Background: an optimization exercise with open tools, aiming at small area, a short achievable clock period and few clock cycles. Do not read the settings as production practice. In this exercise RTL edits were held to simulation tests only and were not proved equivalent to the original. Power and IR drop assume default switching activity.

==> design/flow/design.v <==
`default_nettype none
module proc (
    clk, rst,
    imem_addr, imem_rd, imem_rdata,
    dmem_addr, dmem_wdata, dmem_wr, dmem_rd, dmem_rdata,
    wb_en, wb_reg, wb_data, st_en, st_addr, st_data, halt
    );
    input  wire        clk;
    input  wire        rst;
    output wire [15:0] imem_addr;
    output wire        imem_rd;
    input  wire [15:0] imem_rdata;
    output wire [15:0] dmem_addr;
    output wire [15:0] dmem_wdata;
    output wire        dmem_wr;
    output wire        dmem_rd;
    input  wire [15:0] dmem_rdata;
    output wire        wb_en;
    output wire [2:0]  wb_reg;
    output wire [15:0] wb_data;
    output wire        st_en;
    output wire [15:0] st_addr;
    output wire [15:0] st_data;
    output wire        halt;
    function stop_op;
        input [15:0] i;
        begin
            stop_op = (i[15:13] == 3'b001) | (i[15:11] == 5'b00000) |
                      ((i[15:13] == 3'b011) & (i[11] & ~i[12] | i[7]));
        end
    endfunction
    reg  [15:1] fa;               
    reg         l1, l2;           
    reg         iv1, iv2, iv3;    
    reg  [1:0]  ib1, ib2, ib3;    
    reg         fstop;            
    reg  [15:0] q0, q1, q2, q3;
    reg  [2:0]  qc;
    reg  [15:1] pcd;              
    reg         dstop;            
    reg  [15:0] rf [0:7];
    reg  [7:0]  rfv;              
    reg         ev;
    reg  [15:0] eA, eB, eimm;
    reg  [15:1] epcx;             
    reg  [2:0]  edst;
    reg         ewr, eld, est, ehalt, ebr, ejr, epredT;
    reg  [1:0]  ebc;              
    reg  [3:0]  efa, efb;         
    reg         euimm;            
    reg         einv;             
    reg  [1:0]  eshop;            
    reg  [1:0]  esetop;           
    reg         rs_sum, rs_xor, rs_andn, rs_sh, rs_btr, rs_imm, rs_slbi, rs_set, rs_link;
    reg         m1v, m1wr, m1ld, m1st, m1halt;
    reg  [15:0] m1res, m1sd;
    reg  [2:0]  m1dst;
    reg         dv1, dv2, dv3;
    reg  [1:0]  db1, db2, db3;
    reg         m2v, m2wr, m2ld, m2halt;
    reg  [15:0] m2res;
    reg  [2:0]  m2dst;
    reg         m3v, m3wr, m3ld, m3halt;
    reg  [15:0] m3res;
    reg  [2:0]  m3dst;
    reg         wen, whalt;
    reg  [2:0]  wreg;
    reg  [15:0] wdat;
    wire [1:0] mbank = m1res[2:1];
    wire m1mem = m1v & (m1ld | m1st);
    wire m1_stall = m1mem & ((dv1 & (db1 == mbank)) | (dv2 & (db2 == mbank)) | (dv3 & (db3 == mbank)));
    wire m1_go = m1mem & ~m1_stall;
    wire [15:0] m3val = m3ld ? dmem_rdata : m3res;
    wire m3w = m3v & m3wr;
    wire [15:0] opA = ({16{efa[0]}} & m1res) | ({16{efa[1]}} & m2res) | ({16{efa[2]}} & m3res) | ({16{efa[3]}} & eA);
    wire [15:0] rB  = ({16{efb[0]}} & m1res) | ({16{efb[1]}} & m2res) | ({16{efb[2]}} & m3res) | ({16{efb[3]}} & eB);
    wire [15:0] opB = euimm ? eimm : rB;
    wire [15:0] ain = einv ? ~opA : opA;
    wire [16:0] sum17 = {1'b0, ain} + {1'b0, opB} + {16'b0, einv};
    wire [15:0] sum = sum17[15:0];
    wire        cout = sum17[16];
    wire        shr = eshop[1];
    wire [3:0]  sa  = opB[3:0];
    wire [3:0]  ka  = shr ? ~sa : sa;
    wire [15:0] r0  = shr ? {opA[14:0], opA[15]} : opA;
    wire [15:0] r1  = ka[0] ? {r0[14:0], r0[15]}    : r0;
    wire [15:0] r2  = ka[1] ? {r1[13:0], r1[15:14]} : r1;
    wire [15:0] r3  = ka[2] ? {r2[11:0], r2[15:12]} : r2;
    wire [15:0] r4  = ka[3] ? {r3[7:0],  r3[15:8]}  : r3;
    wire [15:0] lmask = 16'hffff << sa;
    wire [15:0] rmask = 16'hffff >> sa;
    wire [15:0] shmask = ~eshop[0] ? 16'hffff : (shr ? rmask : lmask);
    wire [15:0] shres = r4 & shmask;
    wire [15:0] btr;
    genvar gi;
    generate for (gi = 0; gi < 16; gi = gi + 1) begin : g_btr
        assign btr[gi] = opA[15 - gi];
    end endgenerate
    wire eq  = (opA == rB);
    wire sle = (opA[15] ^ rB[15]) ? opA[15] : ~sum[15];
    wire setv = (esetop == 2'b00) ? eq :
                (esetop == 2'b01) ? (sle & ~eq) :
                (esetop == 2'b10) ? sle : cout;
    wire [15:0] eres =
        ({16{rs_sum}}  & sum) |
        ({16{rs_xor}}  & (opA ^ opB)) |
        ({16{rs_andn}} & (opA & ~opB)) |
        ({16{rs_sh}}   & shres) |
        ({16{rs_btr}}  & btr) |
        ({16{rs_imm}}  & eimm) |
        ({16{rs_slbi}} & {opA[7:0], eimm[7:0]}) |
        ({16{rs_set}}  & {15'b0, setv}) |
        ({16{rs_link}} & {epcx, 1'b0});
    wire azero = (opA == 16'h0000);
    wire taken = (ebc == 2'b00) ? azero :
                 (ebc == 2'b01) ? ~azero :
                 (ebc == 2'b10) ? opA[15] : ~opA[15];
    wire e_redir = ev & ~m1_stall & (ejr | (ebr & (taken ^ epredT)));
    wire [15:1] e_target = ejr ? sum[15:1] : epcx;
    wire [15:0] ir = q0;
    wire [4:0]  op = ir[15:11];
    wire dv = (qc != 3'd0) & ~dstop;
    wire is_rr    = (op == 5'b11011);                   
    wire is_rsh   = (op == 5'b11010);                   
    wire is_set   = (op[4:2] == 3'b111);                
    wire is_btr   = (op == 5'b11001);
    wire is_ia    = (op[4:2] == 3'b010);                
    wire is_ish   = (op[4:2] == 3'b101);                
    wire is_st    = (op == 5'b10000);
    wire is_ld    = (op == 5'b10001);
    wire is_stu   = (op == 5'b10011);
    wire is_lbi   = (op == 5'b11000);
    wire is_slbi  = (op == 5'b10010);
    wire is_br    = (op[4:2] == 3'b011);
    wire is_j     = (op == 5'b00100);
    wire is_jal   = (op == 5'b00110);
    wire is_jr    = (op == 5'b00101);
    wire is_jalr  = (op == 5'b00111);
    wire is_halt  = (op == 5'b00000);
    wire [2:0] rsA = ir[10:8];
    wire [2:0] rsB = ir[7:5];
    wire useA = is_rr | is_rsh | is_set | is_btr | is_ia | is_ish | is_st | is_ld | is_stu |
                is_slbi | is_br | is_jr | is_jalr;
    wire useB = is_rr | is_rsh | is_set | is_st | is_stu;
    wire dwr  = is_rr | is_rsh | is_set | is_btr | is_ia | is_ish | is_ld | is_stu |
                is_lbi | is_slbi | is_jal | is_jalr;
    wire [2:0] ddst = (is_rr | is_rsh | is_set | is_btr) ? ir[4:2] :
                      (is_ia | is_ish | is_ld) ? ir[7:5] :
                      (is_jal | is_jalr) ? 3'd7 : ir[10:8];
    wire [15:0] sx5 = {{11{ir[4]}}, ir[4:0]};
    wire [15:0] zx5 = {11'b0, ir[4:0]};
    wire [15:0] sx8 = {{8{ir[7]}}, ir[7:0]};
    wire [15:0] zx8 = {8'b0, ir[7:0]};
    wire [15:0] dimm = (is_lbi | is_jr | is_jalr) ? sx8 :
                       is_slbi ? zx8 :
                       ((op[4:1] == 4'b0101) | is_ish) ? zx5 : sx5;
    wire [15:1] pc2 = pcd + 15'd1;
    wire [15:0] boff = is_br ? sx8 : {{5{ir[10]}}, ir[10:0]};
    wire [15:1] dtgt = pc2 + boff[15:1];
    function ldpend;
        input [2:0] r;
        begin
            ldpend = (ev & eld & (edst == r)) | (m1v & m1ld & (m1dst == r)) |
                     (m2v & m2ld & (m2dst == r));
        end
    endfunction
    wire hazard = (useA & ldpend(rsA)) | (useB & ldpend(rsB));
    wire e_early = rs_imm | rs_slbi;
    wire [15:0] e_early_val = rs_slbi ? {opA[7:0], eimm[7:0]} : eimm;
    wire sA_E  = ev & ewr & (edst == rsA);
    wire sA_M1 = m1v & m1wr & (m1dst == rsA);
    wire sA_M2 = m2v & m2wr & (m2dst == rsA);
    wire sA_M3 = m3w & (m3dst == rsA);
    wire [15:0] rfA = rfv[rsA] ? rf[rsA] : 16'h0000;
    wire availA = sA_E ? e_early : sA_M1 ? ~m1ld : sA_M2 ? ~m2ld : sA_M3 ? ~m3ld : 1'b1;
    wire [15:0] dvalA = sA_E ? e_early_val : sA_M1 ? m1res : sA_M2 ? m2res : sA_M3 ? m3res : rfA;
    wire dzero = (dvalA == 16'h0000);
    wire dtaken = (op[1:0] == 2'b00) ? dzero :
                  (op[1:0] == 2'b01) ? ~dzero :
                  (op[1:0] == 2'b10) ? dvalA[15] : ~dvalA[15];
    wire predT = is_br & (availA ? dtaken : (ir[7] | (op[1:0] == 2'b01)));
    wire is_jrx = is_jr | is_jalr;
    wire [15:0] jsum = dvalA + sx8;
    wire d_go = dv & ~hazard & ~m1_stall & ~e_redir;
    wire d_redir = d_go & (is_j | is_jal | predT | (is_jrx & availA));
    wire redirect = e_redir | d_redir;
    wire [15:1] rtarget = e_redir ? e_target : is_jrx ? jsum[15:1] : dtgt;
    wire [15:0] rdA = (m3w & (m3dst == rsA)) ? m3val : (rfv[rsA] ? rf[rsA] : 16'h0000);
    wire [15:0] rdB = (m3w & (m3dst == rsB)) ? m3val : (rfv[rsB] ? rf[rsB] : 16'h0000);
    wire ewrv  = ev & ewr;
    wire m1wrv = m1v & m1wr;
    wire m2wrv = m2v & m2wr;
    wire [2:0] fA = (ewrv & (edst == rsA)) ? 3'b001 :
                    (m1wrv & (m1dst == rsA)) ? 3'b010 :
                    (m2wrv & (m2dst == rsA)) ? 3'b100 : 3'b000;
    wire [2:0] fB = (ewrv & (edst == rsB)) ? 3'b001 :
                    (m1wrv & (m1dst == rsB)) ? 3'b010 :
                    (m2wrv & (m2dst == rsB)) ? 3'b100 : 3'b000;
    wire [1:0] fbank = fa[2:1];
    wire ibusy = (iv1 & (ib1 == fbank)) | (iv2 & (ib2 == fbank)) | (iv3 & (ib3 == fbank));
    wire [2:0] inq = qc + {2'b0, l1} + {2'b0, l2};
    wire issue = ~fstop & ~ibusy & (inq < 3'd4);
    assign imem_rd = issue;
    assign imem_addr = {fa, 1'b0};
    wire push = l2 & ~redirect;
    always @(posedge clk) begin
        if (rst) begin
            fa <= 15'd0;
            l1 <= 1'b0; l2 <= 1'b0;
            iv1 <= 1'b0; iv2 <= 1'b0; iv3 <= 1'b0;
            fstop <= 1'b0;
        end else begin
            if (redirect) fa <= rtarget;
            else if (issue) fa <= fa + 15'd1;
            l1 <= issue & ~redirect;
            l2 <= l1 & ~redirect;
            iv1 <= issue; iv2 <= iv1; iv3 <= iv2;
            if (redirect) fstop <= 1'b0;
            else if (push & stop_op(imem_rdata)) fstop <= 1'b1;
            else if (d_go & is_br & ~predT) fstop <= 1'b0;
        end
        ib1 <= fbank; ib2 <= ib1; ib3 <= ib2;
        if (rst | redirect) begin
            qc <= 3'd0;
        end else begin
            qc <= qc - {2'b0, d_go} + {2'b0, push};
        end
        if (d_go) begin
            q0 <= (push && qc == 3'd1) ? imem_rdata : q1;
            q1 <= (push && qc == 3'd2) ? imem_rdata : q2;
            q2 <= (push && qc == 3'd3) ? imem_rdata : q3;
            q3 <= imem_rdata;
        end else begin
            if (push && qc == 3'd0) q0 <= imem_rdata;
            if (push && qc == 3'd1) q1 <= imem_rdata;
            if (push && qc == 3'd2) q2 <= imem_rdata;
            if (push && qc == 3'd3) q3 <= imem_rdata;
        end
        if (rst) begin
            pcd <= 15'd0;
            dstop <= 1'b0;
        end else begin
            if (redirect) pcd <= rtarget;
            else if (d_go) pcd <= pc2;
            if (d_go & is_halt) dstop <= 1'b1;
        end
        if (rst) begin
            ev <= 1'b0;
        end else if (m1_stall) begin
            eA <= opA;
            eB <= rB;
            efa <= 4'b1000;
            efb <= 4'b1000;
        end else begin
            ev <= d_go;
        end
        if (~m1_stall) begin
            eA <= rdA;
            eB <= rdB;
            efa <= (useA & (fA != 3'b000)) ? {1'b0, fA} : 4'b1000;
            efb <= (useB & (fB != 3'b000)) ? {1'b0, fB} : 4'b1000;
            eimm <= dimm;
            epcx <= (is_br & ~predT) ? dtgt : pc2;
            edst <= ddst;
            ewr <= dwr;
            eld <= is_ld;
            est <= is_st | is_stu;
            ehalt <= is_halt;
            ebr <= is_br & ~availA;
            ejr <= is_jrx & ~availA;
            epredT <= predT;
            ebc <= op[1:0];
            euimm <= ~(is_rr | is_rsh | is_set);
            einv <= (is_rr & (ir[1:0] == 2'b01)) | (op == 5'b01001) | (is_set & (op[1:0] != 2'b11));
            eshop <= is_rsh ? ir[1:0] : op[1:0];
            esetop <= op[1:0];
            rs_sum  <= (is_rr & (ir[1:0] == 2'b00 || ir[1:0] == 2'b01)) | (op == 5'b01000) | (op == 5'b01001) | is_ld | is_st | is_stu;
            rs_xor  <= (is_rr & (ir[1:0] == 2'b10)) | (op == 5'b01010);
            rs_andn <= (is_rr & (ir[1:0] == 2'b11)) | (op == 5'b01011);
            rs_sh   <= is_rsh | is_ish;
            rs_btr  <= is_btr;
            rs_imm  <= is_lbi;
            rs_slbi <= is_slbi;
            rs_set  <= is_set;
            rs_link <= is_jal | is_jalr;
        end
        if (rst) begin
            m1v <= 1'b0;
        end else if (~m1_stall) begin
            m1v <= ev;
        end
        if (~m1_stall) begin
            m1wr <= ewr; m1ld <= eld; m1st <= est; m1halt <= ehalt;
            m1res <= eres; m1sd <= rB; m1dst <= edst;
        end
        if (rst) begin
            dv1 <= 1'b0; dv2 <= 1'b0; dv3 <= 1'b0;
        end else begin
            dv1 <= m1_go; dv2 <= dv1; dv3 <= dv2;
        end
        db1 <= mbank; db2 <= db1; db3 <= db2;
        if (rst) begin
            m2v <= 1'b0; m3v <= 1'b0;
        end else begin
            m2v <= m1v & ~m1_stall;
            m3v <= m2v;
        end
        m2wr <= m1wr; m2ld <= m1ld; m2halt <= m1halt; m2res <= m1res; m2dst <= m1dst;
        m3wr <= m2wr; m3ld <= m2ld; m3halt <= m2halt; m3res <= m2res; m3dst <= m2dst;
        if (m3w) rf[m3dst] <= m3val;
        if (rst) begin
            rfv <= 8'h00;
            wen <= 1'b0;
            whalt <= 1'b0;
        end else begin
            if (m3w) rfv[m3dst] <= 1'b1;
            wen <= m3w;
            if (m3v & m3halt) whalt <= 1'b1;
        end
        wreg <= m3dst;
        wdat <= m3val;
    end
    assign dmem_addr  = m1res;
    assign dmem_wdata = m1sd;
    assign dmem_rd    = m1v & m1ld & ~m1_stall;
    assign dmem_wr    = m1v & m1st & ~m1_stall;
    assign st_en      = m1v & m1st & ~m1_stall;
    assign st_addr    = m1res;
    assign st_data    = m1sd;
    assign wb_en      = wen;
    assign wb_reg     = wreg;
    assign wb_data    = wdat;
    assign halt       = whalt;
endmodule
`default_nettype wire
==> design/flow/flow/run.sh <==
#!/bin/bash
set -euo pipefail
bash standard.sh SETUP_SLACK_MARGIN=8 finish > make.log 2>&1
==> design/flow/standard.sh <==
#!/bin/bash
# synth_recipe.tcl (not shown) runs the flow's synth.tcl, then flattens the netlist and writes it again
# the make line also repeats each setting of config.mk as NAME=value (left out here)
make -C /OpenROAD-flow-scripts/flow DESIGN_CONFIG=/design/flow/config.mk WORK_HOME=/design/flow/orfs CLKGATE_MAP_FILE= SYNTH_SCRIPT=/design/flow/synth_recipe.tcl "${@:-finish}"
==> design/flow/config.mk <==
export PLATFORM = sky130hd
export DESIGN_NAME = proc
export DESIGN_NICKNAME = proc
export VERILOG_FILES = /design/flow/design.v
export SDC_FILE = /design/flow/constraint.sdc
export NUM_CORES = 4
export LEC_CHECK = 0
export CAP_MARGIN = 20
export CORE_MARGIN = 2
export CORE_UTILIZATION = 40
export SLEW_MARGIN = 20
==> design/flow/constraint.sdc <==
create_clock -name core_clock -period 12.0 [get_ports {clk}]
set_input_delay 2.4000 -clock core_clock [delete_from_list [all_inputs] [get_ports {clk}]]
set_output_delay 2.4000 -clock core_clock [all_outputs]
set_load 0.01 [all_outputs]
==> results.txt <==
number of synthesized flops with an enable pin 272; GRT Total Usage 27.20%; worst hold slack around 0.33 ns; Seq/Total Area, Yosys between 40% and 50%; clock buffer depth 3; Clock Sinks ~450; Syn Nets ~2600; CTS tree yes; Die X around 260 um; max_cap viols 0; hold-fix buffers at CTS 0; Setup Skew about 0.045 ns; Final Slew Violations 0; Cell Area, Synth about 26000 um^2; Routed WL 94150 um; 1st-pass router iterations 7; fmax 0.2102 GHz; GRT Residual Overflow 0; WL/cell around 26 um; WP data arrival 5.19 ns; Synth warnings 1; Main synth FF type edfxtp_1; Final #Nets 2792; Startpoint Class flip-flop; DIE AREA about 66000 um^2; Slew headroom ~28%; endpoints failing setup 0; die span in y 257.9 um; Worst path max stage delay between 0.5 and 0.6 ns; remaining antenna violation count 0; via/cell ratio 6.064; RSZ-0062 raised after global routing true; Psw approximately 4.3 mW; worst vdd ir roughly 0.14 mV; # rows 93; # IOs around 140; fillers 5600; part of the cycle the worst path needs between 30% and 40%; H-tree levels 2; DRC viols 0; proportion of layout cells with a drive suffix above 1 between 20% and 30%; Synth-to-Final Area Change 27.45%; hpwl dp ~63000 um; Clock Latency Late Sink 0.63 ns; Worst R2R Path Depth 20; Core Area between 60000 and 70000 um^2; Starting Density between 40% and 50%; total number of vias 21745; worst path cell trace buf_4 -> buf_6 -> mux4_2 -> mux2i_4 -> buf_12 -> buf_16 -> nor3_4 -> a211oi_4 -> o32ai_2 -> or4_4 -> buf_6 -> nor3_4 -> nor3_4 -> buf_12 -> inv_12 -> o21ai_4 -> buf_6 -> buf_8 -> o2111a_2 -> a222oi_1; WS Path Type flip-flop to flip-flop; FFs w/ async S/R, synth 0%; vias in the first global route between 20000 and 25000; antenna violations before repair 1; worst hold path cell count 0; Reg power frac 26.8%; actual slew at the worst max-slew pin between 1 and 1.5 ns; Comb power frac between 50 and 60%; total CTS buffers between 50 and 60; cells after synthesis roughly 2500; Int Pwr 5.605 mW; gpl congestion ~0.97; Iteration-0 DRC Markers ~2400; Worst Path Max Fanout 7; Hold Path Class flip-flop to flip-flop; Setup crit end kind flip-flop; Leak between 10 and 15 nW; port buffer count around 140; P per Cell Area 300.4 nW/um^2; Reg2Reg Setup Slack 7.24 ns; Worst-path clk slew 0.07 ns; setup TNS 0 ns; slowest CP cell or4_4; largest net degree at the start of global routing between 80 and 90; syn avg cell area ~11 um^2; clk root buf clkbuf_16; status complete, no violations; Clock power frac between 10% and 20%; Seq cells post-synth between 400 and 500; switching share of total power a little over two fifths; Worst Path Required around 12 ns; Yosys cell types between 80 and 90; post-route minimum period 4.757 ns; final hold violation count 0; first-pass GRT wire length ~140000 um
cell usage after synthesis, types with 13 or more instances:
library cell	count	share of area [%]
a21oi_1	131	2.5
nor4_1	13	0.32
and3_1	24	0.58
or2_2	25	0.61
nand2b_1	24	0.58
inv_1	125	1.8
o21ai_0	114	2.2
nor3_1	52	1.0
a222oi_1	22	0.85
nor2_1	150	2.2
xor2_1	72	2.4
nand3_1	60	1.2
a22oi_1	70	2.0
o2111ai_1	16	0.54
o221ai_1	25	0.85
buf_4	38	1.1
buf_1	16	0.23
mux4_2	69	6.0
o221a_2	18	0.79
mux2i_1	93	3.6
clkbuf_1	118	1.7
o211ai_1	17	0.50
nor2b_1	18	0.44
ha_1	67	3.3
edfxtp_1	272	32
nand2_1	213	3.1
o21a_1	33	0.96
a31oi_1	17	0.41
mux2_2	42	1.8
xnor2_1	68	2.3
a21o_1	15	0.44
dfxtp_1	182	14
a211oi_1	35	1.0
layout by cell type (no fill, tap or decap), types with 22 or more instances in the layout:
cell,count
edfxtp_1,272
nand2_1,197
dfxtp_1,168
buf_4,159
nor2_1,135
inv_1,120
a21oi_1,115
o21ai_0,102
clkdlybuf4s50_1,91
mux2i_1,88
mux4_2,69
xor2_1,67
a22oi_1,66
ha_1,62
nand3_1,56
clkbuf_16,56
xnor2_1,53
buf_6,44
nor3_1,42
mux2_2,37
o21a_1,32
a211oi_1,25
dlygate4sd2_1,24
or2_2,23
nand2b_1,23
o221ai_1,22
a222oi_1,22
final timing paths:
check,startpoint,end
setup / recovery,q0[8],flip-flop
hold / removal,m2halt,m3halt
setup reg to reg,q0[8],flip-flop
hold reg to reg,m2halt,m3halt
final cells by class:
| cell class | instances | area (um^2) | share of cell area, % |
|---|---|---|---|
| multi-input cells | 1684 | 13980 | 42.55 |
| repair buffers | 366 | 3646 | 11.10 |
| diodes | 1 | 2.502 | 0.007616 |
| clock buffers | 66 | 1466 | 4.463 |
| well taps | 855 | 1070 | 3.256 |
| clock inverters | 30 | 340.3 | 1.036 |
| flip-flops and latches | 454 | 11840 | 36.03 |
| inverters | 130 | 515.5 | 1.569 |
power groups by stage:
stage	Sequential [mW]	Combinational, mW	Clock, mW
2_1_floorplan	2.41	3.17	0
3_3_place_gp	2.70	4.23	0
3_5_place_dp	2.71	4.27	0
4_1_cts	2.62	5.02	1.70
5_1_grt	2.68	5.94	1.76
6_report	2.64	5.55	1.68
flip-flops by register name (all words and copies together) (netlist names), 16 cells and up, named ones only:
| signal | cells |
|---|---|
| eA | 16 |
| eB | 16 |
| m1res | 16 |
| m1sd | 16 |
| m2res | 16 |
| m3res | 16 |
| q0 | 16 |
| q1 | 16 |
| q2 | 16 |
| q3 | 16 |
| rf | 128 |
| wdat | 16 |
what timing repair did:
| action | 4_1_cts | 5_1_grt |
|---|---|---|
| setup endpoints to repair | 202 | 159 |
| resized for setup | 300 | 120 |
| pin swaps | 51 | 56 |
| buffers inserted | 133 | 49 |
| gates cloned | 9 | 6 |
per-stage QoR:
stage	power (mW)	util (%)	worst slack (ns)	instances	instance area, um^2
6_report	9.869	51.24	7.243	3586	32860
5_1_grt	10.37	51.24	7.100	3585	32850
4_1_cts	9.349	49.46	7.276	3526	31710
3_5_place_dp	6.978	43.26	6.166	3288	27740
3_3_place_gp	6.929	43.25	6.293	3288	27730
2_1_floorplan	5.581	-	7.578	2451	25880
worst max-delay path: cells and delay by family, from the launching register on:
family                 cells  cell delay [ns]
buffers and inverters      9             1.20
AND/OR/NAND/NOR            4             0.94
AO/OA/AOI/OAI              5             1.30
flip-flops                 1             0.43
multiplexers               2             0.69
per-layer routing:
metal  GRT usage, %  vias up  share of wire, %
li1               -     9674                 -
met3          4.417      223               7.9
met5              0        -                 0
met1          35.94    10791                41
met4          10.76        0               4.5
met2          44.71     1057                47
cells by family after synthesis:
| logic type | after synthesis | synth area share (%) |
|---|---|---|
| and+or+nand+nor | 640 | 11.85 |
| AOI/OAI and AO/OA | 622 | 17.08 |
| DFF | 454 | 45.82 |
| buffers and inverters | 318 | 5.358 |
| muxes | 205 | 11.56 |
| xor gates and xnor gates | 140 | 4.756 |
| adders and majority gates | 71 | 3.562 |
| other | 1 | 0.01455 |
Testbench counts, summed over its fixed seeds: cycles 109,946.

-- static timing again, ports no longer ideal --
The flow's constraints put no driver on any port. The routed layout listed below was extracted and timed again, unchanged, in two steps.
Step 1 (the two cells are an assumption about what drives the block):
set clk [get_ports {clk}]
set_driving_cell -lib_cell sky130_fd_sc_hd__clkbuf_16 $clk
set_driving_cell -lib_cell sky130_fd_sc_hd__buf_2 [delete_from_list [all_inputs] $clk]
Step 2 moves the port delays by t, midway between the first and last clock arrival at a register: inputs arrive t later, outputs are due t later. That takes back most of the time a late clock gives input paths.
Three values: no drivers, after step 1, after step 2; two values: the first two.
t, ns: 0.670
slack for setup (ns): 7.243 / 7.243 / 7.243
slew at the worst register clock pin (ns): 0.07 / 0.07
worst slew at a driven data input, ns: 0.04
pins driven straight from the clock port: 1
After both steps setup and hold are still met in this run. For this run, drivers alone change the setup slack by 0.000 ns; drivers and shift together by 0.000 ns.
